Background: an optimization exercise with open tools, aiming at small area. Do not read the settings as production practice.
Only simulation tests tie the RTL to the original design; equivalence was not proved.
Power figures rest on the tool's default switching activity, not on a simulated workload.

`design.v`:
```
`timescale 1ns/1ps
module Delay #(
    parameter NUM_STAGES = 1,
    parameter DATA_WIDTH = 1
)(
    input  wire                  CLK,
    input  wire                  RESET_N,
    input  wire [DATA_WIDTH-1:0] DIN,
    output wire [DATA_WIDTH-1:0] DOUT
);
genvar i;
generate
if (NUM_STAGES == 0)
begin
    assign DOUT = DIN;
end
else if (NUM_STAGES > 0)
begin
    reg [NUM_STAGES*DATA_WIDTH-1:0] din_delay;
    always @(posedge CLK or negedge RESET_N)
    begin
        if(!RESET_N)
        begin
            din_delay[DATA_WIDTH-1:0] <= 0;
        end else
        begin
            din_delay[DATA_WIDTH-1:0] <= DIN;
        end
    end
    for (i=1; i<NUM_STAGES; i=i+1)
	 begin : REGISTER_STAGES
        always @(posedge CLK or negedge RESET_N )
        begin
            if(!RESET_N)
            begin
                din_delay[i*DATA_WIDTH+:DATA_WIDTH] <= 0;
            end else
            begin
                din_delay[i*DATA_WIDTH+:DATA_WIDTH] <= din_delay[(i-1)*DATA_WIDTH+:DATA_WIDTH];
            end
        end
    end
    assign DOUT = din_delay[(NUM_STAGES-1)*DATA_WIDTH+:DATA_WIDTH];
end
endgenerate
endmodule
module ADDF (
    input  a,
    input  b,
    input  c,
    output s,
    output co
);
assign {co, s} = a + b + c;
endmodule
module ADDH (
    input  a,
    input  b,
    output s,
    output co
);
assign {co, s} = a + b;
endmodule
module POPC32 (
    input  [31:0] x,
    output [4:0]  y
);
wire pc_1;
wire pc_2;
wire pc_3;
wire pc_4;
wire pc_5;
wire pc_6;
wire pc_7;
wire pc_8;
wire pc_9;
wire pc_10;
wire pc_11;
wire pc_12;
wire pc_13;
wire pc_14;
wire pc_15;
wire pc_16;
wire pc_17;
wire pc_18;
wire pc_19;
wire pc_20;
wire pc_21;
wire pc_22;
wire pc_23;
wire pc_24;
wire pc_25;
wire pc_26;
wire pc_27;
wire pc_28;
wire pc_29;
wire pc_30;
wire pc_31;
wire pc_32;
wire pc_33;
wire pc_34;
wire pc_35;
wire pc_36;
wire pc_37;
wire pc_38;
wire pc_39;
wire pc_40;
wire pc_41;
wire pc_42;
wire pc_43;
wire pc_44;
wire pc_45;
wire pc_46;
wire pc_47;
wire pc_48;
wire pc_49;
wire pc_50;
wire pc_51;
wire pc_52;
wire pc_53;
wire pc_54;
wire pc_55;
wire pc_56;
wire pc_57;
wire pc_58;
wire pc_59;
wire pc_60;
wire pc_61;
wire pc_62;
ADDF pc_f1 (.a(x[0]), .b(x[1]), .c(x[2]), .s(pc_1), .co(pc_2));
ADDF pc_f2 (.a(x[3]), .b(x[4]), .c(x[5]), .s(pc_3), .co(pc_4));
ADDF pc_f3 (.a(x[6]), .b(pc_1), .c(x[7]), .s(pc_5), .co(pc_6));
ADDF pc_f4 (.a(x[8]), .b(x[9]), .c(pc_3), .s(pc_7), .co(pc_8));
ADDF pc_f5 (.a(x[10]), .b(x[11]), .c(pc_5), .s(pc_9), .co(pc_10));
ADDF pc_f6 (.a(x[12]), .b(x[13]), .c(pc_7), .s(pc_11), .co(pc_12));
ADDF pc_f7 (.a(x[14]), .b(x[15]), .c(pc_9), .s(pc_13), .co(pc_14));
ADDF pc_f8 (.a(x[16]), .b(x[17]), .c(pc_11), .s(pc_15), .co(pc_16));
ADDF pc_f9 (.a(x[18]), .b(x[19]), .c(pc_13), .s(pc_17), .co(pc_18));
ADDF pc_f10 (.a(x[20]), .b(x[21]), .c(pc_15), .s(pc_19), .co(pc_20));
ADDF pc_f11 (.a(x[22]), .b(x[23]), .c(pc_17), .s(pc_21), .co(pc_22));
ADDF pc_f12 (.a(x[24]), .b(x[25]), .c(pc_19), .s(pc_23), .co(pc_24));
ADDF pc_f13 (.a(x[26]), .b(x[27]), .c(pc_21), .s(pc_25), .co(pc_26));
ADDF pc_f14 (.a(x[28]), .b(x[29]), .c(pc_23), .s(pc_27), .co(pc_28));
ADDF pc_f15 (.a(x[30]), .b(x[31]), .c(pc_25), .s(pc_29), .co(pc_30));
ADDH pc_h16 (.a(pc_27), .b(pc_29), .s(pc_31), .co(pc_32));
ADDF pc_f17 (.a(pc_2), .b(pc_4), .c(pc_6), .s(pc_33), .co(pc_34));
ADDF pc_f18 (.a(pc_8), .b(pc_10), .c(pc_33), .s(pc_35), .co(pc_36));
ADDF pc_f19 (.a(pc_12), .b(pc_14), .c(pc_35), .s(pc_37), .co(pc_38));
ADDF pc_f20 (.a(pc_16), .b(pc_18), .c(pc_37), .s(pc_39), .co(pc_40));
ADDF pc_f21 (.a(pc_20), .b(pc_22), .c(pc_39), .s(pc_41), .co(pc_42));
ADDF pc_f22 (.a(pc_24), .b(pc_26), .c(pc_41), .s(pc_43), .co(pc_44));
ADDF pc_f23 (.a(pc_28), .b(pc_30), .c(pc_43), .s(pc_45), .co(pc_46));
ADDH pc_h24 (.a(pc_32), .b(pc_45), .s(pc_47), .co(pc_48));
ADDF pc_f25 (.a(pc_34), .b(pc_36), .c(pc_38), .s(pc_49), .co(pc_50));
ADDF pc_f26 (.a(pc_40), .b(pc_49), .c(pc_42), .s(pc_51), .co(pc_52));
ADDF pc_f27 (.a(pc_44), .b(pc_51), .c(pc_46), .s(pc_53), .co(pc_54));
ADDH pc_h28 (.a(pc_48), .b(pc_53), .s(pc_55), .co(pc_56));
ADDF pc_f29 (.a(pc_50), .b(pc_52), .c(pc_54), .s(pc_57), .co(pc_58));
ADDH pc_h30 (.a(pc_56), .b(pc_57), .s(pc_59), .co(pc_60));
ADDH pc_h31 (.a(pc_58), .b(pc_60), .s(pc_61), .co(pc_62));
assign y = {pc_61, pc_59, pc_55, pc_47, pc_31};
endmodule
module MAC
    (
    input                                   clk     ,
    input                                   rst_n   ,
    output                                  MACMUX_Val,
    output reg [4    -1 : 0] MACMUX_Addr,
    output reg[ 32            -1 : 0] MACMUX_Psum,
    input                                   MUXMAC_Rdy,
    output                                  MACMUX_Empty,
    output                                  MACARB_ReqHelp,
    input                                   ARBMAC_Rst,
    input [ 2                       -1 : 0] PEBMAC_WeiCol,
    input [(
(8192*4*16*16/32) <= (1<<0) ? 0 : (8192*4*16*16/32) <= (1<<1) ? 1 :
(8192*4*16*16/32) <= (1<<2) ? 2 : (8192*4*16*16/32) <= (1<<3) ? 3 :
(8192*4*16*16/32) <= (1<<4) ? 4 : (8192*4*16*16/32) <= (1<<5) ? 5 :
(8192*4*16*16/32) <= (1<<6) ? 6 : (8192*4*16*16/32) <= (1<<7) ? 7 :
(8192*4*16*16/32) <= (1<<8) ? 8 : (8192*4*16*16/32) <= (1<<9) ? 9 :
(8192*4*16*16/32) <= (1<<10) ? 10 : (8192*4*16*16/32) <= (1<<11) ? 11 :
(8192*4*16*16/32) <= (1<<12) ? 12 : (8192*4*16*16/32) <= (1<<13) ? 13 :
(8192*4*16*16/32) <= (1<<14) ? 14 : (8192*4*16*16/32) <= (1<<15) ? 15 :
(8192*4*16*16/32) <= (1<<16) ? 16 : (8192*4*16*16/32) <= (1<<17) ? 17 :
(8192*4*16*16/32) <= (1<<18) ? 18 : (8192*4*16*16/32) <= (1<<19) ? 19 :
(8192*4*16*16/32) <= (1<<20) ? 20 : (8192*4*16*16/32) <= (1<<21) ? 21 :
(8192*4*16*16/32) <= (1<<22) ? 22 : (8192*4*16*16/32) <= (1<<23) ? 23 :
(8192*4*16*16/32) <= (1<<24) ? 24 : (8192*4*16*16/32) <= (1<<25) ? 25 :
(8192*4*16*16/32) <= (1<<26) ? 26 : (8192*4*16*16/32) <= (1<<27) ? 27 :
(8192*4*16*16/32) <= (1<<28) ? 28 : (8192*4*16*16/32) <= (1<<29) ? 29 :
(8192*4*16*16/32) <= (1<<30) ? 30 : (8192*4*16*16/32) <= (1<<31) ? 31 : 32)                        -1 : 0] AddrRowFlgAct,
    input [ (
(8192*4*16*16) <= (1<<0) ? 0 : (8192*4*16*16) <= (1<<1) ? 1 :
(8192*4*16*16) <= (1<<2) ? 2 : (8192*4*16*16) <= (1<<3) ? 3 :
(8192*4*16*16) <= (1<<4) ? 4 : (8192*4*16*16) <= (1<<5) ? 5 :
(8192*4*16*16) <= (1<<6) ? 6 : (8192*4*16*16) <= (1<<7) ? 7 :
(8192*4*16*16) <= (1<<8) ? 8 : (8192*4*16*16) <= (1<<9) ? 9 :
(8192*4*16*16) <= (1<<10) ? 10 : (8192*4*16*16) <= (1<<11) ? 11 :
(8192*4*16*16) <= (1<<12) ? 12 : (8192*4*16*16) <= (1<<13) ? 13 :
(8192*4*16*16) <= (1<<14) ? 14 : (8192*4*16*16) <= (1<<15) ? 15 :
(8192*4*16*16) <= (1<<16) ? 16 : (8192*4*16*16) <= (1<<17) ? 17 :
(8192*4*16*16) <= (1<<18) ? 18 : (8192*4*16*16) <= (1<<19) ? 19 :
(8192*4*16*16) <= (1<<20) ? 20 : (8192*4*16*16) <= (1<<21) ? 21 :
(8192*4*16*16) <= (1<<22) ? 22 : (8192*4*16*16) <= (1<<23) ? 23 :
(8192*4*16*16) <= (1<<24) ? 24 : (8192*4*16*16) <= (1<<25) ? 25 :
(8192*4*16*16) <= (1<<26) ? 26 : (8192*4*16*16) <= (1<<27) ? 27 :
(8192*4*16*16) <= (1<<28) ? 28 : (8192*4*16*16) <= (1<<29) ? 29 :
(8192*4*16*16) <= (1<<30) ? 30 : (8192*4*16*16) <= (1<<31) ? 31 : 32) + 6         -1 : 0] AddrRowAct,
    input [ (
(8192*4) <= (1<<0) ? 0 : (8192*4) <= (1<<1) ? 1 :
(8192*4) <= (1<<2) ? 2 : (8192*4) <= (1<<3) ? 3 :
(8192*4) <= (1<<4) ? 4 : (8192*4) <= (1<<5) ? 5 :
(8192*4) <= (1<<6) ? 6 : (8192*4) <= (1<<7) ? 7 :
(8192*4) <= (1<<8) ? 8 : (8192*4) <= (1<<9) ? 9 :
(8192*4) <= (1<<10) ? 10 : (8192*4) <= (1<<11) ? 11 :
(8192*4) <= (1<<12) ? 12 : (8192*4) <= (1<<13) ? 13 :
(8192*4) <= (1<<14) ? 14 : (8192*4) <= (1<<15) ? 15 :
(8192*4) <= (1<<16) ? 16 : (8192*4) <= (1<<17) ? 17 :
(8192*4) <= (1<<18) ? 18 : (8192*4) <= (1<<19) ? 19 :
(8192*4) <= (1<<20) ? 20 : (8192*4) <= (1<<21) ? 21 :
(8192*4) <= (1<<22) ? 22 : (8192*4) <= (1<<23) ? 23 :
(8192*4) <= (1<<24) ? 24 : (8192*4) <= (1<<25) ? 25 :
(8192*4) <= (1<<26) ? 26 : (8192*4) <= (1<<27) ? 27 :
(8192*4) <= (1<<28) ? 28 : (8192*4) <= (1<<29) ? 29 :
(8192*4) <= (1<<30) ? 30 : (8192*4) <= (1<<31) ? 31 : 32)                                    -1 : 0] AddrBlockWei,
    input [ 32            -1 : 0] MAC_FlgWei,
    input                                   MAC_FlgWei_Val,
    output                                  MAC_AddrFlgAct_Rdy,
    output reg [ (
(8192*4*16*16/32) <= (1<<0) ? 0 : (8192*4*16*16/32) <= (1<<1) ? 1 :
(8192*4*16*16/32) <= (1<<2) ? 2 : (8192*4*16*16/32) <= (1<<3) ? 3 :
(8192*4*16*16/32) <= (1<<4) ? 4 : (8192*4*16*16/32) <= (1<<5) ? 5 :
(8192*4*16*16/32) <= (1<<6) ? 6 : (8192*4*16*16/32) <= (1<<7) ? 7 :
(8192*4*16*16/32) <= (1<<8) ? 8 : (8192*4*16*16/32) <= (1<<9) ? 9 :
(8192*4*16*16/32) <= (1<<10) ? 10 : (8192*4*16*16/32) <= (1<<11) ? 11 :
(8192*4*16*16/32) <= (1<<12) ? 12 : (8192*4*16*16/32) <= (1<<13) ? 13 :
(8192*4*16*16/32) <= (1<<14) ? 14 : (8192*4*16*16/32) <= (1<<15) ? 15 :
(8192*4*16*16/32) <= (1<<16) ? 16 : (8192*4*16*16/32) <= (1<<17) ? 17 :
(8192*4*16*16/32) <= (1<<18) ? 18 : (8192*4*16*16/32) <= (1<<19) ? 19 :
(8192*4*16*16/32) <= (1<<20) ? 20 : (8192*4*16*16/32) <= (1<<21) ? 21 :
(8192*4*16*16/32) <= (1<<22) ? 22 : (8192*4*16*16/32) <= (1<<23) ? 23 :
(8192*4*16*16/32) <= (1<<24) ? 24 : (8192*4*16*16/32) <= (1<<25) ? 25 :
(8192*4*16*16/32) <= (1<<26) ? 26 : (8192*4*16*16/32) <= (1<<27) ? 27 :
(8192*4*16*16/32) <= (1<<28) ? 28 : (8192*4*16*16/32) <= (1<<29) ? 29 :
(8192*4*16*16/32) <= (1<<30) ? 30 : (8192*4*16*16/32) <= (1<<31) ? 31 : 32)-1:0] MAC_AddrFlgAct,
    input                                   MAC_FlgAct_Val,
    input [ 32            -1 : 0] MAC_FlgAct,
    output                                  MAC_AddrAct_Rdy,
    output reg[ (
(8192*4*16*16) <= (1<<0) ? 0 : (8192*4*16*16) <= (1<<1) ? 1 :
(8192*4*16*16) <= (1<<2) ? 2 : (8192*4*16*16) <= (1<<3) ? 3 :
(8192*4*16*16) <= (1<<4) ? 4 : (8192*4*16*16) <= (1<<5) ? 5 :
(8192*4*16*16) <= (1<<6) ? 6 : (8192*4*16*16) <= (1<<7) ? 7 :
(8192*4*16*16) <= (1<<8) ? 8 : (8192*4*16*16) <= (1<<9) ? 9 :
(8192*4*16*16) <= (1<<10) ? 10 : (8192*4*16*16) <= (1<<11) ? 11 :
(8192*4*16*16) <= (1<<12) ? 12 : (8192*4*16*16) <= (1<<13) ? 13 :
(8192*4*16*16) <= (1<<14) ? 14 : (8192*4*16*16) <= (1<<15) ? 15 :
(8192*4*16*16) <= (1<<16) ? 16 : (8192*4*16*16) <= (1<<17) ? 17 :
(8192*4*16*16) <= (1<<18) ? 18 : (8192*4*16*16) <= (1<<19) ? 19 :
(8192*4*16*16) <= (1<<20) ? 20 : (8192*4*16*16) <= (1<<21) ? 21 :
(8192*4*16*16) <= (1<<22) ? 22 : (8192*4*16*16) <= (1<<23) ? 23 :
(8192*4*16*16) <= (1<<24) ? 24 : (8192*4*16*16) <= (1<<25) ? 25 :
(8192*4*16*16) <= (1<<26) ? 26 : (8192*4*16*16) <= (1<<27) ? 27 :
(8192*4*16*16) <= (1<<28) ? 28 : (8192*4*16*16) <= (1<<29) ? 29 :
(8192*4*16*16) <= (1<<30) ? 30 : (8192*4*16*16) <= (1<<31) ? 31 : 32) + 6     -1 : 0] MAC_AddrAct,
    input                                   MAC_Act_Val,
    input [ 8             -1 : 0] MAC_Act,
    output                                  MAC_AddrWei_Rdy,
    output reg[ (
(8192*4) <= (1<<0) ? 0 : (8192*4) <= (1<<1) ? 1 :
(8192*4) <= (1<<2) ? 2 : (8192*4) <= (1<<3) ? 3 :
(8192*4) <= (1<<4) ? 4 : (8192*4) <= (1<<5) ? 5 :
(8192*4) <= (1<<6) ? 6 : (8192*4) <= (1<<7) ? 7 :
(8192*4) <= (1<<8) ? 8 : (8192*4) <= (1<<9) ? 9 :
(8192*4) <= (1<<10) ? 10 : (8192*4) <= (1<<11) ? 11 :
(8192*4) <= (1<<12) ? 12 : (8192*4) <= (1<<13) ? 13 :
(8192*4) <= (1<<14) ? 14 : (8192*4) <= (1<<15) ? 15 :
(8192*4) <= (1<<16) ? 16 : (8192*4) <= (1<<17) ? 17 :
(8192*4) <= (1<<18) ? 18 : (8192*4) <= (1<<19) ? 19 :
(8192*4) <= (1<<20) ? 20 : (8192*4) <= (1<<21) ? 21 :
(8192*4) <= (1<<22) ? 22 : (8192*4) <= (1<<23) ? 23 :
(8192*4) <= (1<<24) ? 24 : (8192*4) <= (1<<25) ? 25 :
(8192*4) <= (1<<26) ? 26 : (8192*4) <= (1<<27) ? 27 :
(8192*4) <= (1<<28) ? 28 : (8192*4) <= (1<<29) ? 29 :
(8192*4) <= (1<<30) ? 30 : (8192*4) <= (1<<31) ? 31 : 32)     -1 : 0] MAC_AddrWei,
    input                                   MAC_Wei_Val,
    input [ 8             -1 : 0] MAC_Wei
);
localparam IDLE    = 2'd0;
localparam WAITFLG = 2'd1;
localparam COMP    = 2'd2;
localparam WAITMUX = 2'd3;
reg  [1:0]  state;
reg  [1:0]  next_state;
reg         state_req;
reg         MAC_Empty;
reg  [1:0]  wei_col;         
reg         cnt_any;         
reg         MAC_Addr_val;
reg         fnh;             
reg         OffAct_nz;       
reg         OffWei_nz;
reg  [31:0] ActFlag, WeiFlag;
reg         MACAW_ValOffset;
reg         MAC_Fnh;
reg  [4:0]  MACAW_OffsetAct;
reg  [4:0]  MACAW_OffsetWei;
wire comp     = state == COMP;
wire data_val = MAC_Wei_Val & MAC_Act_Val;
wire en_mac   = MAC_Addr_val & data_val & ~fnh;
wire pipe     = comp & (~MAC_Addr_val | data_val);
wire MAC_FnhRow = (MACMUX_Addr == 4'd0 - {2'b00, wei_col}) & cnt_any & MAC_Fnh;
wire val_comp = cnt_any & (MACMUX_Addr != 4'd0) & (MACMUX_Addr != 4'd15);
wire done     = (~val_comp & en_mac) | ~MAC_Addr_val;
wire MAC_Sta  = (state == WAITFLG) & MAC_FlgWei_Val & MAC_FlgAct_Val;
always @(*) begin
    case (state)
        IDLE    : next_state = ARBMAC_Rst ? WAITFLG : IDLE;
        WAITFLG : next_state = (MAC_FlgWei_Val & MAC_FlgAct_Val) ? COMP : WAITFLG;
        COMP    : if (MAC_Fnh & done)
                      next_state = MAC_FnhRow ? IDLE : WAITFLG;
                  else if (MAC_Fnh & val_comp & en_mac)
                      next_state = WAITMUX;
                  else
                      next_state = COMP;
        default : next_state = MUXMAC_Rdy ? (MAC_FnhRow ? IDLE : WAITFLG) : WAITMUX;
    endcase
end
always @(posedge clk or negedge rst_n) begin
    if (!rst_n) state <= IDLE;
    else        state <= next_state;
end
assign MAC_AddrFlgAct_Rdy = state == WAITFLG;
assign MACMUX_Val   = (state == WAITMUX) & ~MUXMAC_Rdy;
assign MACMUX_Empty = state == IDLE;
wire next_state_req = state_req ? ~MAC_Empty : ARBMAC_Rst;
always @(posedge clk or negedge rst_n) begin
    if (!rst_n) state_req <= 1'b0;
    else        state_req <= next_state_req;
end
assign MACARB_ReqHelp = ~rst_n | ~next_state_req;
always @(posedge clk) begin
    MAC_Empty <= (next_state == IDLE) & (state != IDLE);
end
wire [17:0] flg_inc;
INCR #(.W(18)) u_inc_flg (.a(MAC_AddrFlgAct), .ci(MAC_Sta), .y(flg_inc));
always @(posedge clk or negedge rst_n) begin
    if (!rst_n)          MAC_AddrFlgAct <= 0;
    else if (ARBMAC_Rst) MAC_AddrFlgAct <= AddrRowFlgAct;
    else                 MAC_AddrFlgAct <= flg_inc;
end
always @(posedge clk) begin
    if (ARBMAC_Rst) begin
        wei_col <= PEBMAC_WeiCol;
        cnt_any <= 1'b0;
    end else if (MAC_Sta) begin
        cnt_any <= 1'b1;
    end
end
wire [3:0] addr_inc;
INCR #(.W(4)) u_inc_addr (.a(MACMUX_Addr), .ci(MAC_Sta), .y(addr_inc));
always @(posedge clk or negedge rst_n) begin
    if (!rst_n)          MACMUX_Addr <= 0;
    else if (ARBMAC_Rst) MACMUX_Addr <= 4'd0 - PEBMAC_WeiCol;
    else                 MACMUX_Addr <= addr_inc;
end
wire        ld_act = ARBMAC_Rst;
wire [28:0] act_sum;
ADDR5 #(.W(29)) u_add_act (
    .x  (ld_act ? AddrRowAct : MAC_AddrAct),
    .y  ({5{ld_act}} | ({5{pipe}} & MACAW_OffsetAct)),
    .yh (ld_act),
    .s  (act_sum)
);
always @(posedge clk or negedge rst_n) begin
    if (!rst_n) MAC_AddrAct <= 0;
    else        MAC_AddrAct <= act_sum;
end
wire        ld_wei = ARBMAC_Rst | MAC_Sta;
wire [14:0] wei_sum;
ADDR5 #(.W(15)) u_add_wei (
    .x  (ld_wei ? AddrBlockWei : MAC_AddrWei),
    .y  ({5{ld_wei}} | ({5{pipe}} & MACAW_OffsetWei)),
    .yh (ld_wei),
    .s  (wei_sum)
);
always @(posedge clk or negedge rst_n) begin
    if (!rst_n) MAC_AddrWei <= 0;
    else        MAC_AddrWei <= wei_sum;
end
always @(posedge clk or negedge rst_n) begin
    if (!rst_n)                     MAC_Addr_val <= 1'b0;
    else if (ARBMAC_Rst | MAC_Sta)  MAC_Addr_val <= 1'b0;
    else if (pipe)                  MAC_Addr_val <= MACAW_ValOffset;
end
always @(posedge clk) begin
    if (ARBMAC_Rst | MAC_Sta) fnh <= 1'b1;
    else if (pipe)            fnh <= MAC_Fnh;
end
always @(posedge clk) begin
    if (pipe) begin
        OffAct_nz <= |MACAW_OffsetAct;
        OffWei_nz <= |MACAW_OffsetWei;
    end
end
assign MAC_AddrAct_Rdy = MAC_Addr_val & OffAct_nz;
assign MAC_AddrWei_Rdy = MAC_Addr_val & OffWei_nz;
wire [32:0] S;
assign S[0] = 1'b0;
genvar i;
generate
    for (i = 0; i < 32; i = i + 1) begin : g_s
        assign S[i+1] = S[i] | (ActFlag[i] & WeiFlag[i]);
    end
endgenerate
wire        wf   = state == WAITFLG;
wire [31:0] keep = (S[31:0] | {32{~pipe}}) & {32{~wf}};
wire [4:0]  Offset_Act, Offset_Wei;
POPC32 u_pa (.x(ActFlag & ~S[31:0]), .y(Offset_Act));
POPC32 u_pw (.x(WeiFlag & ~S[31:0]), .y(Offset_Wei));
always @(posedge clk) begin
    ActFlag <= ({32{wf}} & MAC_FlgAct) | (keep & ActFlag);
    WeiFlag <= ({32{wf}} & MAC_FlgWei) | (keep & WeiFlag);
end
always @(posedge clk) begin
    if (wf) begin
        MACAW_ValOffset <= 1'b0;
        MAC_Fnh         <= 1'b0;
    end else if (pipe) begin
        MACAW_ValOffset <= (|ActFlag) | (|WeiFlag);
        MAC_Fnh         <= ~S[32];
    end
end
always @(posedge clk or negedge rst_n) begin
    if (!rst_n) begin
        MACAW_OffsetAct <= 0;
        MACAW_OffsetWei <= 0;
    end else if (pipe) begin
        MACAW_OffsetAct <= Offset_Act;
        MACAW_OffsetWei <= Offset_Wei;
    end
end
wire [31:0] psum_sum;
MACC8 u_macc (
    .a (MAC_Act & {8{en_mac}}),
    .w (MAC_Wei),
    .p (MACMUX_Psum),
    .y (psum_sum)
);
always @(posedge clk or negedge rst_n) begin
    if (!rst_n) MACMUX_Psum <= 0;
    else        MACMUX_Psum <= psum_sum & {32{~MAC_Sta}};
end
endmodule
module INCR #(parameter W = 4) (
    input  [W-1:0] a,
    input          ci,
    output [W-1:0] y
);
wire [W:0] c;
assign c[0] = ci;
genvar k;
generate
    for (k = 0; k < W; k = k + 1) begin : g
        ADDH u (.a(a[k]), .b(c[k]), .s(y[k]), .co(c[k+1]));
    end
endgenerate
endmodule
module ADDR5 #(parameter W = 15) (
    input  [W-1:0] x,
    input  [4:0]   y,
    input          yh,
    output [W-1:0] s
);
wire [5:0] c;
assign c[0] = 1'b0;
genvar k;
generate
    for (k = 0; k < 5; k = k + 1) begin : g_lo
        if (k == 0)
            ADDH u (.a(x[k]), .b(y[k]), .s(s[k]), .co(c[k+1]));
        else
            ADDF u (.a(x[k]), .b(y[k]), .c(c[k]), .s(s[k]), .co(c[k+1]));
    end
endgenerate
wire [W:5] t;
assign t[5] = c[5] ^ yh;
generate
    for (k = 5; k < W; k = k + 1) begin : g_hi
        assign t[k+1] = t[k] & (x[k] ^ yh);
        assign s[k]   = x[k] ^ t[k];
    end
endgenerate
endmodule
module MACC8 (
    input  [7:0]  a,
    input  [7:0]  w,
    input  [31:0] p,
    output [31:0] y
);
wire mc_1;
wire mc_2;
wire mc_3;
wire mc_4;
wire mc_5;
wire mc_6;
wire mc_7;
wire mc_8;
wire mc_9;
wire mc_10;
wire mc_11;
wire mc_12;
wire mc_13;
wire mc_14;
wire mc_15;
wire mc_16;
wire mc_17;
wire mc_18;
wire mc_19;
wire mc_20;
wire mc_21;
wire mc_22;
wire mc_23;
wire mc_24;
wire mc_25;
wire mc_26;
wire mc_27;
wire mc_28;
wire mc_29;
wire mc_30;
wire mc_31;
wire mc_32;
wire mc_33;
wire mc_34;
wire mc_35;
wire mc_36;
wire mc_37;
wire mc_38;
wire mc_39;
wire mc_40;
wire mc_41;
wire mc_42;
wire mc_43;
wire mc_44;
wire mc_45;
wire mc_46;
wire mc_47;
wire mc_48;
wire mc_49;
wire mc_50;
wire mc_51;
wire mc_52;
wire mc_53;
wire mc_54;
wire mc_55;
wire mc_56;
wire mc_57;
wire mc_58;
wire mc_59;
wire mc_60;
wire mc_61;
wire mc_62;
wire mc_63;
wire mc_64;
wire mc_65;
wire mc_66;
wire mc_67;
wire mc_68;
wire mc_69;
wire mc_70;
wire mc_71;
wire mc_72;
wire mc_73;
wire mc_74;
wire mc_75;
wire mc_76;
wire mc_77;
wire mc_78;
wire mc_79;
wire mc_80;
wire mc_81;
wire mc_82;
wire mc_83;
wire mc_84;
wire mc_85;
wire mc_86;
wire mc_87;
wire mc_88;
wire mc_89;
wire mc_90;
wire mc_91;
wire mc_92;
wire mc_93;
wire mc_94;
wire mc_95;
wire mc_96;
wire mc_97;
wire mc_98;
wire mc_99;
wire mc_100;
wire mc_101;
wire mc_102;
wire mc_103;
wire mc_104;
wire mc_105;
wire mc_106;
wire mc_107;
wire mc_108;
wire mc_109;
wire mc_110;
wire mc_111;
wire mc_112;
wire mc_113;
wire mc_114;
wire mc_115;
wire mc_116;
wire mc_117;
wire mc_118;
wire mc_119;
wire mc_120;
wire mc_121;
wire mc_122;
wire mc_123;
wire mc_124;
wire mc_125;
wire mc_126;
wire mc_127;
wire mc_128;
wire mc_129;
wire mc_130;
wire mc_131;
wire mc_132;
wire mc_133;
wire mc_134;
wire mc_135;
wire mc_136;
wire mc_137;
wire mc_138;
wire mc_139;
wire mc_140;
wire mc_141;
wire mc_142;
wire mc_143;
wire mc_144;
wire mc_145;
wire mc_146;
wire mc_147;
wire mc_148;
wire mc_149;
wire mc_150;
wire mc_151;
wire mc_152;
wire mc_153;
wire mc_154;
wire mc_155;
wire mc_156;
wire mc_157;
wire mc_158;
wire mc_159;
wire mc_160;
wire mc_161;
wire mc_162;
wire mc_163;
wire mc_164;
wire mc_165;
wire mc_166;
wire mc_167;
wire mc_168;
wire mc_169;
wire mc_170;
wire mc_171;
wire mc_172;
wire mc_173;
wire mc_174;
wire mc_175;
wire mc_176;
wire mc_177;
wire mc_178;
wire mc_179;
wire mc_180;
wire mc_181;
wire mc_182;
wire mc_183;
wire mc_184;
wire mc_185;
wire mc_186;
wire mc_187;
wire mc_188;
wire mc_189;
wire mc_190;
wire mc_191;
wire mc_192;
wire mc_193;
wire mc_194;
wire mc_195;
wire mc_196;
wire mc_197;
wire mc_198;
wire mc_199;
wire mc_200;
wire mc_201;
wire mc_202;
wire mc_203;
wire mc_204;
wire mc_205;
wire mc_206;
wire mc_207;
wire mc_208;
wire mc_209;
wire mc_210;
wire mc_211;
wire mc_212;
wire mc_213;
wire mc_214;
wire mc_215;
wire mc_216;
wire mc_217;
wire mc_218;
wire mc_219;
wire mc_220;
wire mc_221;
wire mc_222;
wire mc_223;
wire mc_224;
wire mc_225;
wire mc_226;
wire mc_227;
wire mc_228;
wire mc_229;
wire mc_230;
wire mc_231;
wire mc_232;
wire mc_233;
wire mc_234;
assign mc_1 = a[0] & w[0];
assign mc_2 = a[0] & w[1];
assign mc_3 = a[0] & w[2];
assign mc_4 = a[0] & w[3];
assign mc_5 = a[0] & w[4];
assign mc_6 = a[0] & w[5];
assign mc_7 = a[0] & w[6];
assign mc_8 = ~(a[0] & w[7]);
assign mc_9 = a[1] & w[0];
assign mc_10 = a[1] & w[1];
assign mc_11 = a[1] & w[2];
assign mc_12 = a[1] & w[3];
assign mc_13 = a[1] & w[4];
assign mc_14 = a[1] & w[5];
assign mc_15 = a[1] & w[6];
assign mc_16 = ~(a[1] & w[7]);
assign mc_17 = a[2] & w[0];
assign mc_18 = a[2] & w[1];
assign mc_19 = a[2] & w[2];
assign mc_20 = a[2] & w[3];
assign mc_21 = a[2] & w[4];
assign mc_22 = a[2] & w[5];
assign mc_23 = a[2] & w[6];
assign mc_24 = ~(a[2] & w[7]);
assign mc_25 = a[3] & w[0];
assign mc_26 = a[3] & w[1];
assign mc_27 = a[3] & w[2];
assign mc_28 = a[3] & w[3];
assign mc_29 = a[3] & w[4];
assign mc_30 = a[3] & w[5];
assign mc_31 = a[3] & w[6];
assign mc_32 = ~(a[3] & w[7]);
assign mc_33 = a[4] & w[0];
assign mc_34 = a[4] & w[1];
assign mc_35 = a[4] & w[2];
assign mc_36 = a[4] & w[3];
assign mc_37 = a[4] & w[4];
assign mc_38 = a[4] & w[5];
assign mc_39 = a[4] & w[6];
assign mc_40 = ~(a[4] & w[7]);
assign mc_41 = a[5] & w[0];
assign mc_42 = a[5] & w[1];
assign mc_43 = a[5] & w[2];
assign mc_44 = a[5] & w[3];
assign mc_45 = a[5] & w[4];
assign mc_46 = a[5] & w[5];
assign mc_47 = a[5] & w[6];
assign mc_48 = ~(a[5] & w[7]);
assign mc_49 = a[6] & w[0];
assign mc_50 = a[6] & w[1];
assign mc_51 = a[6] & w[2];
assign mc_52 = a[6] & w[3];
assign mc_53 = a[6] & w[4];
assign mc_54 = a[6] & w[5];
assign mc_55 = a[6] & w[6];
assign mc_56 = ~(a[6] & w[7]);
assign mc_57 = ~(a[7] & w[0]);
assign mc_58 = ~(a[7] & w[1]);
assign mc_59 = ~(a[7] & w[2]);
assign mc_60 = ~(a[7] & w[3]);
assign mc_61 = ~(a[7] & w[4]);
assign mc_62 = ~(a[7] & w[5]);
assign mc_63 = ~(a[7] & w[6]);
assign mc_64 = a[7] & w[7];
ADDF mc_f1 (.a(p[1]), .b(mc_2), .c(mc_9), .s(mc_65), .co(mc_66));
ADDF mc_f2 (.a(p[2]), .b(mc_3), .c(mc_10), .s(mc_67), .co(mc_68));
ADDF mc_f3 (.a(mc_17), .b(mc_66), .c(mc_67), .s(mc_69), .co(mc_70));
ADDF mc_f4 (.a(p[3]), .b(mc_4), .c(mc_11), .s(mc_71), .co(mc_72));
ADDF mc_f5 (.a(mc_18), .b(mc_25), .c(mc_68), .s(mc_73), .co(mc_74));
ADDF mc_f6 (.a(mc_71), .b(mc_70), .c(mc_73), .s(mc_75), .co(mc_76));
ADDF mc_f7 (.a(p[4]), .b(mc_5), .c(mc_12), .s(mc_77), .co(mc_78));
ADDF mc_f8 (.a(mc_19), .b(mc_26), .c(mc_33), .s(mc_79), .co(mc_80));
ADDF mc_f9 (.a(mc_72), .b(mc_77), .c(mc_79), .s(mc_81), .co(mc_82));
ADDF mc_f10 (.a(mc_74), .b(mc_81), .c(mc_76), .s(mc_83), .co(mc_84));
ADDF mc_f11 (.a(p[5]), .b(mc_6), .c(mc_13), .s(mc_85), .co(mc_86));
ADDF mc_f12 (.a(mc_20), .b(mc_27), .c(mc_34), .s(mc_87), .co(mc_88));
ADDF mc_f13 (.a(mc_41), .b(mc_78), .c(mc_80), .s(mc_89), .co(mc_90));
ADDF mc_f14 (.a(mc_85), .b(mc_87), .c(mc_82), .s(mc_91), .co(mc_92));
ADDF mc_f15 (.a(mc_89), .b(mc_91), .c(mc_84), .s(mc_93), .co(mc_94));
ADDF mc_f16 (.a(p[6]), .b(mc_7), .c(mc_14), .s(mc_95), .co(mc_96));
ADDF mc_f17 (.a(mc_21), .b(mc_28), .c(mc_35), .s(mc_97), .co(mc_98));
ADDF mc_f18 (.a(mc_42), .b(mc_49), .c(mc_86), .s(mc_99), .co(mc_100));
ADDF mc_f19 (.a(mc_88), .b(mc_95), .c(mc_97), .s(mc_101), .co(mc_102));
ADDF mc_f20 (.a(mc_90), .b(mc_99), .c(mc_101), .s(mc_103), .co(mc_104));
ADDF mc_f21 (.a(mc_92), .b(mc_103), .c(mc_94), .s(mc_105), .co(mc_106));
ADDF mc_f22 (.a(p[7]), .b(mc_8), .c(mc_15), .s(mc_107), .co(mc_108));
ADDF mc_f23 (.a(mc_22), .b(mc_29), .c(mc_36), .s(mc_109), .co(mc_110));
ADDF mc_f24 (.a(mc_43), .b(mc_50), .c(mc_57), .s(mc_111), .co(mc_112));
ADDF mc_f25 (.a(mc_96), .b(mc_98), .c(mc_107), .s(mc_113), .co(mc_114));
ADDF mc_f26 (.a(mc_109), .b(mc_111), .c(mc_100), .s(mc_115), .co(mc_116));
ADDF mc_f27 (.a(mc_102), .b(mc_113), .c(mc_115), .s(mc_117), .co(mc_118));
ADDF mc_f28 (.a(mc_104), .b(mc_117), .c(mc_106), .s(mc_119), .co(mc_120));
assign mc_121 = ~(p[8] ^ mc_16);
assign mc_122 = p[8] | mc_16;
ADDF mc_f29 (.a(mc_23), .b(mc_30), .c(mc_37), .s(mc_123), .co(mc_124));
ADDF mc_f30 (.a(mc_44), .b(mc_51), .c(mc_58), .s(mc_125), .co(mc_126));
ADDF mc_f31 (.a(mc_108), .b(mc_110), .c(mc_112), .s(mc_127), .co(mc_128));
ADDF mc_f32 (.a(mc_121), .b(mc_123), .c(mc_125), .s(mc_129), .co(mc_130));
ADDF mc_f33 (.a(mc_114), .b(mc_127), .c(mc_129), .s(mc_131), .co(mc_132));
ADDF mc_f34 (.a(mc_116), .b(mc_131), .c(mc_118), .s(mc_133), .co(mc_134));
ADDF mc_f35 (.a(p[9]), .b(mc_24), .c(mc_31), .s(mc_135), .co(mc_136));
ADDF mc_f36 (.a(mc_38), .b(mc_45), .c(mc_52), .s(mc_137), .co(mc_138));
ADDF mc_f37 (.a(mc_59), .b(mc_122), .c(mc_124), .s(mc_139), .co(mc_140));
ADDF mc_f38 (.a(mc_126), .b(mc_135), .c(mc_137), .s(mc_141), .co(mc_142));
ADDF mc_f39 (.a(mc_128), .b(mc_130), .c(mc_139), .s(mc_143), .co(mc_144));
ADDF mc_f40 (.a(mc_141), .b(mc_132), .c(mc_143), .s(mc_145), .co(mc_146));
ADDF mc_f41 (.a(p[10]), .b(mc_32), .c(mc_39), .s(mc_147), .co(mc_148));
ADDF mc_f42 (.a(mc_46), .b(mc_53), .c(mc_60), .s(mc_149), .co(mc_150));
ADDF mc_f43 (.a(mc_136), .b(mc_138), .c(mc_147), .s(mc_151), .co(mc_152));
ADDF mc_f44 (.a(mc_149), .b(mc_140), .c(mc_142), .s(mc_153), .co(mc_154));
ADDF mc_f45 (.a(mc_151), .b(mc_144), .c(mc_153), .s(mc_155), .co(mc_156));
ADDF mc_f46 (.a(p[11]), .b(mc_40), .c(mc_47), .s(mc_157), .co(mc_158));
ADDF mc_f47 (.a(mc_54), .b(mc_61), .c(mc_148), .s(mc_159), .co(mc_160));
ADDF mc_f48 (.a(mc_150), .b(mc_157), .c(mc_152), .s(mc_161), .co(mc_162));
ADDF mc_f49 (.a(mc_159), .b(mc_154), .c(mc_161), .s(mc_163), .co(mc_164));
ADDF mc_f50 (.a(p[12]), .b(mc_48), .c(mc_55), .s(mc_165), .co(mc_166));
ADDF mc_f51 (.a(mc_62), .b(mc_158), .c(mc_165), .s(mc_167), .co(mc_168));
ADDF mc_f52 (.a(mc_160), .b(mc_167), .c(mc_162), .s(mc_169), .co(mc_170));
ADDF mc_f53 (.a(p[13]), .b(mc_56), .c(mc_63), .s(mc_171), .co(mc_172));
ADDF mc_f54 (.a(mc_166), .b(mc_171), .c(mc_168), .s(mc_173), .co(mc_174));
ADDF mc_f55 (.a(p[14]), .b(mc_64), .c(mc_172), .s(mc_175), .co(mc_176));
assign mc_177 = ~(p[15] ^ mc_176);
assign mc_178 = p[15] | mc_176;
ADDH mc_h56 (.a(mc_1), .b(p[0]), .s(mc_179), .co(mc_180));
ADDH mc_h57 (.a(mc_65), .b(mc_180), .s(mc_181), .co(mc_182));
ADDH mc_h58 (.a(mc_69), .b(mc_182), .s(mc_183), .co(mc_184));
ADDH mc_h59 (.a(mc_75), .b(mc_184), .s(mc_185), .co(mc_186));
ADDH mc_h60 (.a(mc_83), .b(mc_186), .s(mc_187), .co(mc_188));
ADDH mc_h61 (.a(mc_93), .b(mc_188), .s(mc_189), .co(mc_190));
ADDH mc_h62 (.a(mc_105), .b(mc_190), .s(mc_191), .co(mc_192));
ADDH mc_h63 (.a(mc_119), .b(mc_192), .s(mc_193), .co(mc_194));
ADDF mc_f64 (.a(mc_120), .b(mc_133), .c(mc_194), .s(mc_195), .co(mc_196));
ADDH mc_h65 (.a(mc_134), .b(mc_145), .s(mc_197), .co(mc_198));
ADDF mc_f66 (.a(mc_146), .b(mc_155), .c(mc_198), .s(mc_199), .co(mc_200));
ADDF mc_f67 (.a(mc_156), .b(mc_163), .c(mc_200), .s(mc_201), .co(mc_202));
ADDF mc_f68 (.a(mc_164), .b(mc_169), .c(mc_202), .s(mc_203), .co(mc_204));
ADDF mc_f69 (.a(mc_170), .b(mc_173), .c(mc_204), .s(mc_205), .co(mc_206));
ADDF mc_f70 (.a(mc_174), .b(mc_175), .c(mc_206), .s(mc_207), .co(mc_208));
ADDH mc_h71 (.a(mc_177), .b(mc_208), .s(mc_209), .co(mc_210));
assign mc_211 = ~(mc_134 ^ mc_145);
assign mc_212 = mc_134 | mc_145;
ADDF mc_f72 (.a(mc_146), .b(mc_155), .c(mc_212), .s(mc_213), .co(mc_214));
ADDF mc_f73 (.a(mc_156), .b(mc_163), .c(mc_214), .s(mc_215), .co(mc_216));
ADDF mc_f74 (.a(mc_164), .b(mc_169), .c(mc_216), .s(mc_217), .co(mc_218));
ADDF mc_f75 (.a(mc_170), .b(mc_173), .c(mc_218), .s(mc_219), .co(mc_220));
ADDF mc_f76 (.a(mc_174), .b(mc_175), .c(mc_220), .s(mc_221), .co(mc_222));
ADDH mc_h77 (.a(mc_177), .b(mc_222), .s(mc_223), .co(mc_224));
assign mc_225 = mc_196 ? mc_211 : mc_197;
assign mc_226 = mc_196 ? mc_213 : mc_199;
assign mc_227 = mc_196 ? mc_215 : mc_201;
assign mc_228 = mc_196 ? mc_217 : mc_203;
assign mc_229 = mc_196 ? mc_219 : mc_205;
assign mc_230 = mc_196 ? mc_221 : mc_207;
assign mc_231 = mc_196 ? mc_223 : mc_209;
assign mc_232 = mc_196 ? mc_224 : mc_210;
assign mc_233 = mc_178 & mc_232;
assign mc_234 = ~(mc_178 | mc_232);
wire [16:0] ones, zeros;
assign ones[0] = 1'b1;
assign zeros[0] = 1'b1;
genvar k;
generate for (k = 0; k < 16; k = k + 1) begin : g_hi
    assign ones[k+1]  = ones[k] & p[16+k];
    assign zeros[k+1] = zeros[k] & ~p[16+k];
    assign y[16+k] = p[16+k] ^ ((mc_233 & ones[k]) | (mc_234 & zeros[k]));
end endgenerate
assign y[15:0] = {mc_231, mc_230, mc_229, mc_228, mc_227, mc_226, mc_225, mc_195, mc_193, mc_191, mc_189, mc_187, mc_185, mc_183, mc_181, mc_179};
endmodule
```
`flow/run.sh`:
```
#!/bin/bash
# Layout flow: the standard flow (standard.sh), with two changes.
# 1. After the standard synthesis, the combinational logic of the netlist is
#    mapped again by ABC for area (amap). Registers, full and half adders and
#    tie cells are kept as they are (same instances, names and cell types).
#    The new netlist is proven equivalent to the standard one with Yosys
#    (equiv_make / equiv_simple / equiv_induct); if that proof fails the
#    standard netlist is kept.
# 2. Port buffers are buf_1 cells; clock tree: clkbuf_8, no dummy loads;
#    after synthesis the buffers buf_4 and larger are not used (smaller
#    buffers instead), on top of the platform's own dont-use list.
# Each tool writes its full output to a log_*.log file in this folder.
set -euo pipefail
export BUFFER_PORTS_ARGS="-buffer_cell sky130_fd_sc_hd__buf_1"
export CTS_ARGS="-sink_clustering_enable -repair_clock_nets -buf_list sky130_fd_sc_hd__clkbuf_8 -dont_use_dummy_load"
YOSYS=$FLOW_HOME/../tools/install/yosys/bin/yosys
R=orfs/results/$FLOW_PLATFORM/MAC/base
LIB=$FLOW_HOME/platforms/$FLOW_PLATFORM/lib/sky130_fd_sc_hd__tt_025C_1v80.lib

bash standard.sh synth > log_1_standard_synth.log 2>&1
cp $R/1_2_yosys.v flow_standard.v

KEEP=$(grep -o 'sky130_fd_sc_hd__\(fa\|ha\|df\|edf\|sdf\|dl\|conb\)[a-z0-9_]*' flow_standard.v | sort -u | tr '\n' ' ')
DONT=$(grep -o 'cell *( *"\?sky130_fd_sc_hd__\(lpflow\|probe\)[a-z0-9_]*' $LIB | sed 's/.*(\s*"\?//' | sort -u | sed 's/^/-dont_use /' | tr '\n' ' ')
printf 'strash\ndch -f\namap\n' > remap.abc
cat > remap.ys <<EOF
read_liberty -ignore_miss_func $LIB
read_verilog flow_standard.v
hierarchy -top $FLOW_TOP
setattr -mod -set keep_hierarchy 1 $KEEP
flatten
opt_clean
abc -liberty $LIB -script remap.abc $DONT
opt_clean -purge
hilomap -singleton -hicell sky130_fd_sc_hd__conb_1 HI -locell sky130_fd_sc_hd__conb_1 LO
insbuf -buf sky130_fd_sc_hd__buf_1 A X
splitnets
opt_clean -purge
stat -liberty $LIB
write_verilog -noattr -noexpr -nohex -nodec -selected flow_remap_all.v
EOF
$YOSYS -l log_2_remap.log -q -s remap.ys > /dev/null 2>&1
awk -v top="$FLOW_TOP" '$1=="module" && $2 ~ "^"top"[ (]*" {on=1} on {print} on && /^endmodule/ {on=0}' flow_remap_all.v > flow_remap.v

cat > equiv.ys <<EOF
read_liberty -ignore_miss_func $LIB
read_verilog flow_standard.v
rename $FLOW_TOP gold
read_verilog flow_remap.v
rename $FLOW_TOP gate
flatten gold gate
async2sync
opt_clean
equiv_make gold gate equiv
equiv_simple -undef
equiv_induct -undef
equiv_status -assert
EOF
if $YOSYS -l log_3_equiv.log -q -s equiv.ys > /dev/null 2>&1; then
  echo "remapped netlist proven equivalent; using it"
  cp flow_remap.v $R/1_2_yosys.v
else
  echo "equivalence proof failed; keeping the standard netlist"
fi
touch $R/1_2_yosys.v
bash standard.sh synth > log_4_synth_odb.log 2>&1
PLAT_DONT=$(sed -n '/^export DONT_USE_CELLS/,/^#/p' $FLOW_HOME/platforms/$FLOW_PLATFORM/config.mk | grep -o 'sky130_fd_sc_hd__[a-z0-9_]*' | tr '\n' ' ')
MORE="sky130_fd_sc_hd__buf_4 sky130_fd_sc_hd__buf_6 sky130_fd_sc_hd__buf_8 sky130_fd_sc_hd__buf_12 sky130_fd_sc_hd__buf_16 sky130_fd_sc_hd__bufbuf_8 sky130_fd_sc_hd__bufbuf_16"
bash standard.sh "DONT_USE_CELLS=$PLAT_DONT $MORE" finish > log_5_finish.log 2>&1
```
`standard.sh`:
```
#!/bin/bash
# synth_recipe.tcl (not shown) runs the flow's synth.tcl, then flattens the netlist and writes it again
# the make line also repeats each setting of config.mk as NAME=value (left out here)
make -C /OpenROAD-flow-scripts/flow DESIGN_CONFIG=/design/flow/config.mk WORK_HOME=/design/flow/orfs CLKGATE_MAP_FILE= SYNTH_SCRIPT=/design/flow/synth_recipe.tcl "${@:-finish}"
```
`config.mk`:
```
export PLATFORM = sky130hd
export DESIGN_NAME = MAC
export DESIGN_NICKNAME = MAC
export VERILOG_FILES = /design/flow/design.v
export SDC_FILE = /design/flow/constraint.sdc
export NUM_CORES = 4
export LEC_CHECK = 0
export ABC_AREA = 1
export CAP_MARGIN = 20
export CORE_MARGIN = 2
export CORE_UTILIZATION = 55
export CTS_BUF_LIST = sky130_fd_sc_hd__clkbuf_8
export PLACE_DENSITY = 0.7
export SLEW_MARGIN = 20
export SYNTH_HIERARCHICAL = 1
export SYNTH_MINIMUM_KEEP_SIZE = 0
```
`constraint.sdc`:
```
create_clock -name core_clock -period 9.0 [get_ports {clk}]
set_input_delay 1.8000 -clock core_clock [delete_from_list [all_inputs] [get_ports {clk}]]
set_output_delay 1.8000 -clock core_clock [all_outputs]
set_load 0.01 [all_outputs]
```
==> summary.txt, run 1 <==
Slowest cell on crit path=fa_1; vias per inst=5.36; pre-CTS WS=-0.193 ns; Routed WL=28800 um; cts bufs inserted=17; DR DRC count=0; drt first pass iters=4; post-route cell area=0.0136 mm2; Mean Syn Cell Area=roughly 9.0 um2; delay of the slowest cell on the worst path=approximately 0.54 ns; most common cell after layout, fill and taps aside=buf_1; net switching power=2.18 mW; Worst-Margin Slew=about 1.0 ns; startpoint types=primary input; Sw Share=0.460; Slew headroom=0.301; first-pass GRT wire length=47800 um; Synth Cell Area=0.0120 mm2; die area=0.0231 mm2; Slew Limit Fails=0; CTS sink count=185; port buffer count=roughly 260; die width=approximately 150 um; gr ovfl total=0; sequential share of power=0.288; layout cells sized above 1=0.0420; Worst Path Required=just over 9 ns; leak pwr=approximately 5.6 nW; Area Overhead vs Synth=12.7%; Hold Fails Final Rpt=0; Final setup viols=0; pwr/cell area=between 300 and 400 mW/mm2; # IOs=~260; non-filler instance count after layout=about 1900; Hold-fix buffers, CTS=0; Post-DRT Antenna Nets=0; Tmin final=8.49 ns; Clock Latency Late Sink=0.47 ns; WL/cell=roughly 16 um; placer congestion estimate=between 0.9 and 1; initial drt markers=about 530; Inst Count DP=1832; power share of the clock group=0.091; nets=1905; Via Count=slightly below 10000; most frequent cells in the layout=buf_1 (285), nor2_1 (225), clkinv_1 (143); worst hold-check path type=reg -> reg; Setup TNS Final=0 ns; Layout Utilization=0.626; critical path arrival=approximately 8.8 ns; Max-cap violations=0; Root Driver=clkbuf_8; Max Fclk=~120 MHz; worst vdd ir=0.206 mV; syn_nets=1667; CTS Buffer Depth=2; Yosys warnings=7; Final Cycle Share=0.943; num rows=54; status=finished clean; Top cell by count, worst path=fa_1; Syn Inst Count=~1300; placed cell area=0.0133 mm2; largest net degree at the start of global routing=50; H-tree levels=4; vias in the first global route=9867; die height=between 150 and 200 um; Setup WS post-layout=0.515 ns; Comb power frac=0.621; CP max FO=5; Worst Skew=a little over 0.04 ns; initial antenna violation count=2; GRT Total Usage=0.256; internal power=2.56 mW; clock transition at the registers of the reported paths=0.09 ns; critical path class=in -> reg; TritonCTS clock tree=done; core area=0.0217 mm2; dpl hpwl=~23000 um; CP Capture Type=register; initial core utilization=0.555
routing by layer:
metal	GRT usage	wire length [um]	vias up
li1	-	-	4899
met1	0.344	12900	4695
met2	0.423	13600	300
met3	0.0376	1380	54
met4	0.101	880	0
met5	0	0	-
power by group through the flow:
stage | Clock, mW | Combinational, mW | Sequential (mW)
2_1_floorplan | 0 | 2.17 | 1.31
3_3_place_gp | 0 | 2.84 | 1.37
3_5_place_dp | 0 | 2.92 | 1.38
4_1_cts | 0.450 | 2.94 | 1.36
5_1_grt | 0.480 | 3.37 | 1.41
6_report | 0.431 | 2.94 | 1.37
critical path, delay by kind of cell:
kind	cells	cell delay [ns]
fa+ha+maj	12	4.41
simple gates	17	2.13
compound gates	2	0.36
buf+inv	1	0.10
sequential cells by signal (all words and copies together), names as in the netlist, 4 cells and up:
name	cells
MAC_AddrFlgAct	18
MACMUX_Psum	32
MACAW_OffsetWei	5
MACMUX_Addr	4
MAC_AddrWei	15
ActFlag	32
MACAW_OffsetAct	5
MAC_AddrAct	29
WeiFlag	32
timing repair:
action,4_1_cts,5_1_grt
endpoints found under the setup margin,0,9
resized for setup,0,15
buffers inserted,0,3
stage by stage:
step / hold slack [ns] / total power, mW
final: 0.440 / 4.74
after global routing: 0.455 / 5.25
after CTS: 0.438 / 4.76
after detailed placement: 0.427 / 4.30
after global placement: 0.425 / 4.21
after floorplan: 0.414 / 3.48
final timing paths:
kind | depth (start not counted) | from | to | slack [ns]
worst min register to register | 1 | MAC_Empty | state_req | 0.44
worst max-delay path | 32 | MAC_Act_Val | MACMUX_Psum[31] | 0.51
worst min-delay path | 1 | MAC_Empty | state_req | 0.44
max in group asynchronous | 2 | rst_n | MACMUX_Psum[14] | 6.49
worst max register to register | 38 | ActFlag[0] | MACAW_OffsetAct[4] | 0.67
min in group asynchronous | 1 | rst_n | MAC_AddrFlgAct[10] | 1.27
cell type report:
| class | count | area [um2] |
|---|---|---|
| diodes | 2 | 5.00 |
| clock buffers | 17 | 234 |
| multi-input cells | 911 | 6910 |
| fillers | 2001 | 8120 |
| repair buffers | 316 | 1230 |
| flip-flops and latches | 185 | 4300 |
| inverters | 144 | 541 |
| well taps | 280 | 350 |
==> run 2, diff against run 1 <==
--- a/flow/run.sh
+++ b/flow/run.sh
@@ -14,3 +14,3 @@
 export BUFFER_PORTS_ARGS="-buffer_cell sky130_fd_sc_hd__buf_1"
-export CTS_ARGS="-sink_clustering_enable -repair_clock_nets -buf_list sky130_fd_sc_hd__clkbuf_8 -dont_use_dummy_load"
+export CTS_ARGS="-sink_clustering_enable -repair_clock_nets -buf_list sky130_fd_sc_hd__clkbuf_8 -sink_clustering_size 24 -dont_use_dummy_load"
 YOSYS=$FLOW_HOME/../tools/install/yosys/bin/yosys
--- a/config.mk
+++ b/config.mk
@@ -10,5 +10,5 @@
 export CORE_MARGIN = 2
-export CORE_UTILIZATION = 55
+export CORE_UTILIZATION = 40
 export CTS_BUF_LIST = sky130_fd_sc_hd__clkbuf_8
-export PLACE_DENSITY = 0.7
+export PLACE_DENSITY = 0.6
 export SLEW_MARGIN = 20
==> run 2 against run 1 <==
Compared with the run above:
- clock power rose by 2%
- largest cell class unchanged
- setup slack worse by 0.070 ns
- count of clock-buffer cells in the layout is the same
- first-iteration DRC count is 8.2% lower
- synthesized cell count is the same
- still clean
==> summary.txt, run 2 <==
status=finished clean; Clock Latency Late Sink=0.47 ns (about the same); core area=0.0296 mm2 (+37%); CP max FO=9 (+4); Slowest cell on crit path=fa_1; Hold Fails Final Rpt=0 (unchanged); pre-CTS WS=-0.268 ns (-0.0745 ns); Worst-Margin Slew=1.02 ns (-0.0205 ns); DR DRC count=0 (unchanged); Final setup viols=0 (unchanged); CP Capture Type=register; leak pwr=5.70 nW (+1.1%); # IOs=256 (unchanged); nets=1916 (+0.58%); die height=178 um (+17%); delay of the slowest cell on the worst path=0.46 ns (-0.08 ns); Root Driver=clkbuf_8; critical path arrival=8.86 ns (+0.05 ns); worst vdd ir=0.231 mV (+12%); gr ovfl total=0 (unchanged); Mean Syn Cell Area=9.01 um2 (unchanged); initial drt markers=484 (-8.2%); H-tree levels=4 (unchanged); most frequent cells in the layout=buf_1 (275), nor2_1 (227), clkinv_1 (143); vias in the first global route=10200 (+2.9%); Slew headroom=0.319 (+0.0180); port buffer count=255 (unchanged); placer congestion estimate=0.883 (-3.3%); Synth Cell Area=0.0120 mm2 (unchanged); Final Cycle Share=0.951 (+0.00774); Slew Limit Fails=0 (unchanged); Max-cap violations=0 (unchanged); Post-DRT Antenna Nets=0 (unchanged); Area Overhead vs Synth=14.2%; cts bufs inserted=17 (unchanged); Worst Skew=0.0402 ns (-0.000583 ns); Hold-fix buffers, CTS=0 (unchanged); drt first pass iters=4 (unchanged); GRT Total Usage=0.206 (-0.0498); most common cell after layout, fill and taps aside=buf_1; Worst Path Required=9.30 ns (-0.02 ns); vias per inst=5.02 (-6.4%); WL/cell=15.9 um (+2.2%); TritonCTS clock tree=done; Setup WS post-layout=0.445 ns (-0.0696 ns); CTS Buffer Depth=2 (unchanged); largest net degree at the start of global routing=47 (-6.0%); die width=178 um (+17%); RSZ-0062 raised after global routing=no; clock transition at the registers of the reported paths=0.11 ns (+0.02 ns); die area=0.0315 mm2 (+36%); Top cell by count, worst path=fa_1; Max Fclk=117 MHz (-0.81%); num rows=63 (+17%); largest registers in the final layout=ActFlag (32), MACMUX_Psum (32), WeiFlag (32); dpl hpwl=25000 um (+9.4%); pwr/cell area=351 mW/mm2 (+0.44%); Yosys warnings=7 (unchanged); first-pass GRT wire length=50800 um (+6.3%); Tmin final=8.55 ns (+0.0696 ns); layout cells sized above 1=0.0511 (+0.00918); Via Count=9916 (-0.32%); startpoint types=primary input; Syn Inst Count=1337 (unchanged); worst hold-check path type=reg -> reg; CTS sink count=185 (unchanged); critical path class=in -> reg; syn_nets=1667 (unchanged); initial antenna violation count=2 (unchanged); Routed WL=31300 um (+8.8%); initial core utilization=0.406 (-0.149); total power after layout=4.83 mW (+1.8%)
-- run 2: power breakdown --
part           total [mW]  internal (mW)  switching (mW)
Combinational        3.02           1.28            1.74
Clock               0.441          0.168           0.273
Sequential           1.36           1.14           0.221
Total                4.83           2.59            2.23
-- run 2: worst paths after layout --
| check | from | to | slack, ns | cells after the start |
|---|---|---|---|---|
| max | MAC_Act_Val | MACMUX_Psum[31] | 0.45 | 37 |
| min | MAC_Empty | state_req | 0.45 | 1 |
| max reg2reg | WeiFlag[0] | MACAW_OffsetAct[4] | 0.67 | 38 |
| min reg2reg | MAC_Empty | state_req | 0.45 | 1 |
| max in group asynchronous | rst_n | MAC_AddrWei[5] | 5.87 | 3 |
| min in group asynchronous | rst_n | MAC_AddrAct[26] | 1.19 | 1 |
-- run 2: worst max-delay path, delay by kind of cell --
kind | cells | cell delay [ns]
adder cells (fa/ha/maj) | 13 | 4.53
AND/OR/NAND/NOR | 17 | 1.71
buffers and inverters | 5 | 0.57
AO/OA/AOI/OAI | 2 | 0.27
-- run 2: layer usage --
metal / share of wire / vias up / global-route usage / wire, um
met5: 0 / - / 0 / 0
met4: 0.025 / 0 / 0.0700 / 781
met3: 0.055 / 42 / 0.0405 / 1730
met2: 0.48 / 266 / 0.345 / 15200
met1: 0.44 / 4701 / 0.267 / 13600
li1: - / 4907 / - / -
-- run 2: final cells by class --
type,count,area [um2]
diodes,2,5.00
clock buffers,17,234
fillers,2975,15900
inverters,144,541
multi-input cells,910,6880
flip-flops and latches,185,4300
well taps,390,488
repair buffers,328,1300
-- run 2: timing repair --
item / 4_1_cts / 5_1_grt
setup buffers: 0 / 1
endpoints found under the setup margin: 0 / 8
gates resized for setup: 0 / 9
-- run 2: per-stage QoR --
stage                util  instance area (um2)  hold slack (ns)  TNS (ns)  std cells
floorplan               -                12100            0.414         0       1337
global placement    0.455                13500            0.426  -0.00223       1955
detailed placement  0.455                13500            0.440    -0.853       1955
CTS                 0.463                13700            0.457         0       1972
global route        0.464                13800            0.484         0       1976
finish              0.464                13800            0.453         0       1976
==> run 3, diff against run 2 <==
--- a/design.v
+++ b/design.v
@@ -302,3 +302,5 @@
 reg         OffWei_nz;
-reg  [31:0] ActFlag, WeiFlag;
+reg  [31:0] nActFlag, nWeiFlag;
+wire [31:0] ActFlag = ~nActFlag;
+wire [31:0] WeiFlag = ~nWeiFlag;
 reg         MACAW_ValOffset;
@@ -421,4 +423,4 @@
 always @(posedge clk) begin
-    ActFlag <= ({32{wf}} & MAC_FlgAct) | (keep & ActFlag);
-    WeiFlag <= ({32{wf}} & MAC_FlgWei) | (keep & WeiFlag);
+    nActFlag <= ~(({32{wf}} & MAC_FlgAct) | (keep & ActFlag));
+    nWeiFlag <= ~(({32{wf}} & MAC_FlgWei) | (keep & WeiFlag));
 end
--- a/flow/run.sh
+++ b/flow/run.sh
@@ -14,3 +14,3 @@
 export BUFFER_PORTS_ARGS="-buffer_cell sky130_fd_sc_hd__buf_1"
-export CTS_ARGS="-sink_clustering_enable -repair_clock_nets -buf_list sky130_fd_sc_hd__clkbuf_8 -sink_clustering_size 24 -dont_use_dummy_load"
+export CTS_ARGS="-sink_clustering_enable -repair_clock_nets -buf_list sky130_fd_sc_hd__clkbuf_8 -dont_use_dummy_load"
 YOSYS=$FLOW_HOME/../tools/install/yosys/bin/yosys
--- a/config.mk
+++ b/config.mk
@@ -10,5 +10,5 @@
 export CORE_MARGIN = 2
-export CORE_UTILIZATION = 40
+export CORE_UTILIZATION = 55
 export CTS_BUF_LIST = sky130_fd_sc_hd__clkbuf_8
-export PLACE_DENSITY = 0.6
+export PLACE_DENSITY = 0.7
 export SLEW_MARGIN = 20
==> run 3 against run 2 <==
Compared with the run above:
- utilization rose by 17 points
- clock skew grew 0.0061 ns
- largest cell class unchanged
- first-iteration DRC count down 3.7%
- critical path depth decreased by 4
- flip-flop and latch count unchanged
- worst hold slack worse by 0.031 ns
- final cell count fell by 9.0%
- die area down 27%
- design area is 2.4% lower
- non-clock buffer count down 22
- area after synthesis fell by 1.1%
==> summary.txt, run 3 <==
Clock Latency Late Sink=0.48 ns (about the same); worst hold-check path type=reg -> reg; Root Driver=clkbuf_8; Slew Limit Fails=0 (unchanged); hold path depth=1 (unchanged); vias in the first global route=9653 (-4.9%); CP max FO=6 (-3); status=finished clean; GRT Total Usage=0.264 (+0.0584); Slew headroom=0.341 (+0.0223); TritonCTS clock tree=done; die area=0.0228 mm2 (-27%); Final setup viols=0 (unchanged); initial antenna violation count=1 (-1); port buffer count=255 (unchanged); fillers=1855 (-38%); startpoint types=primary input; vias per inst=5.44 (+8.4%); critical path class=in -> reg; first-pass GRT wire length=46800 um (-7.8%); WL/cell=16.2 um (+2.5%); Syn Inst Count=1297 (-3.0%); H-tree levels=4 (unchanged); Top cell by count, worst path=fa_1; syn_nets=1627 (-2.4%); Synth Cell Area=0.0119 mm2 (-1.1%); Max Fclk=117 MHz (+0.12%); RSZ-0062 raised after global routing=no; die height=151 um (-15%); worst vdd ir=0.232 mV (+0.35%); Yosys warnings=7 (unchanged); gr ovfl total=0 (unchanged); leak pwr=5.61 nW (-1.6%); # IOs=256 (unchanged); nets=1854 (-3.2%); largest registers in the final layout=MACMUX_Psum (32), nActFlag (32), nWeiFlag (32); core area=0.0212 mm2 (-29%); die width=151 um (-15%); Setup TNS Final=0 ns (unchanged); Worst-Margin Slew=0.989 ns (-0.0334 ns); drt first pass iters=5 (+1); DR DRC count=0 (unchanged); pwr/cell area=354 mW/mm2 (+0.97%); num rows=53 (-16%); cells on worst reg2reg path=34 (-11%); Max-cap violations=0 (unchanged); dpl hpwl=23200 um (-7.2%); Mean Syn Cell Area=9.18 um2 (+1.9%); cts bufs inserted=17 (unchanged); CP Capture Type=register; Post-DRT Antenna Nets=0 (unchanged); CTS Buffer Depth=2 (unchanged); most common cell after layout, fill and taps aside=nor2_1; initial drt markers=466 (-3.7%); clock transition at the registers of the reported paths=0.11 ns (about the same); placer congestion estimate=0.916 (+3.7%); Worst Skew=0.0463 ns (+0.00608 ns); critical path arrival=8.93 ns (+0.07 ns); Worst Path Required=9.38 ns (+0.08 ns); CTS sink count=185 (unchanged); Via Count=9790 (-1.3%); Final Cycle Share=0.949 (-0.00117); Tmin final=8.54 ns (-0.0105 ns); layout cells sized above 1=0.0526 (+0.00143); Area Overhead vs Synth=12.7%; delay of the slowest cell on the worst path=0.55 ns (+0.09 ns); Routed WL=29200 um (-6.7%); initial core utilization=0.563 (+0.157); most frequent cells in the layout=nor2_1 (282), buf_1 (271), fa_1 (125); Slowest cell on crit path=fa_1; total power after layout=4.75 mW (-1.5%); Hold Fails Final Rpt=0 (unchanged); largest net degree at the start of global routing=45 (-4.3%)
## run 3: changes by cell type in the layout (fill, tap and decap cells not counted), moves of 5 or more
cell,change
o21ai_0,-62
nand2_1,-55
nor2_1,+55
clkinv_1,-46
a21oi_1,+40
buf_2,-18
o221ai_1,+15
nand4_1,+13
nor4_1,-11
o21bai_1,-6
nand2_2,+5
## run 3: report_power, final
part	leakage, nW	switching (mW)	total, mW	internal (mW)
clock	0.122	0.264	0.432	0.168
sequential	1.94	0.282	1.43	1.14
combinational	3.54	1.64	2.89	1.26
## run 3: per-layer routing
metal,vias up,track usage,share of wire
met2,275,0.432,0.49
met3,52,0.0494,0.045
met4,0,0.103,0.029
met5,-,0,0
met1,4659,0.352,0.44
li1,4804,-,-
## run 3: layout make-up
| type | instances | area (um2) | share of cell area |
|---|---|---|---|
| inverters | 100 | 375 | 0.0280 |
| repair buffers | 306 | 1200 | 0.0897 |
| well taps | 275 | 344 | 0.0256 |
| clock buffers | 17 | 234 | 0.0174 |
| diodes | 2 | 5.00 | 0.000373 |
| multi-input cells | 914 | 6950 | 0.518 |
| flip-flops and latches | 185 | 4310 | 0.321 |
## run 3: worst paths after layout
check	start	endpoint	slack (ns)
setup / recovery	MAC_Act_Val	MACMUX_Psum[31]	0.46
hold / removal	MAC_Empty	state_req	0.42
setup reg to reg	nWeiFlag[0]	MACAW_OffsetAct[4]	0.60
hold reg to reg	MAC_Empty	state_req	0.42
max in group asynchronous	rst_n	MACAW_OffsetWei[1]	5.71
min in group asynchronous	rst_n	MAC_AddrFlgAct[5]	1.28
## run 3: critical path: cells and delay by family
| family | cells | cell delay [ns] |
|---|---|---|
| AND/OR/NAND/NOR | 15 | 1.93 |
| buffers and inverters | 5 | 0.54 |
| AO/OA/AOI/OAI | 1 | 0.19 |
| adder cells (fa/ha/maj) | 12 | 4.45 |
## run 3: timing repair
item                       CTS  global route
hold endpoints to repair     0             0
setup endpoints to repair    0            10
setup buffers                0             3
hold buffers                 0             0
gates resized for setup      0            19
## run 3: metrics by stage
stage | std cells | setup WS, ns | util | hold slack, ns | instance area [um2]
after global placement | 1777 | -0.0771 | 0.620 | 0.430 | 13100
after global routing | 1798 | 0.0113 | 0.634 | 0.429 | 13400
after detailed placement | 1777 | -0.354 | 0.620 | 0.436 | 13100
after floorplan | 1297 | 0.0237 | - | 0.414 | 12000
after CTS | 1794 | 0.157 | 0.631 | 0.423 | 13300
final | 1799 | 0.456 | 0.634 | 0.422 | 13400

what the ideal ports hide:
In the flow no input, the clock included, has a driving cell. The finished layouts below were timed again as built, in two steps.
Step 1 assumes that a clkbuf_16 drives the clock port and a buf_2 every other input.
Step 2 times the ports against the registers' clock, not the clock port: input delays grow and output delays shrink by t, the midpoint of the rising clock arrivals with the driver on.
a / b / c = ideal ports / drivers / drivers and shift; a / b = the first two.
run | shift t [ns] | setup slack, ns | worst data-port slew with drivers (ns)
run 1 | 0.489 | 0.515 / 0.532 / 0.043 | 0.09
run 2 | 0.502 | 0.445 / 0.470 / -0.032 | 0.08
run 3 | 0.497 | 0.456 / 0.473 / -0.024 | 0.09
Met with ideal ports but missed after step 2: setup timing in run 2 and run 3. The setup slack of run 3, which loses most, moves by +0.017 ns with the drivers and by -0.480 ns with both steps.
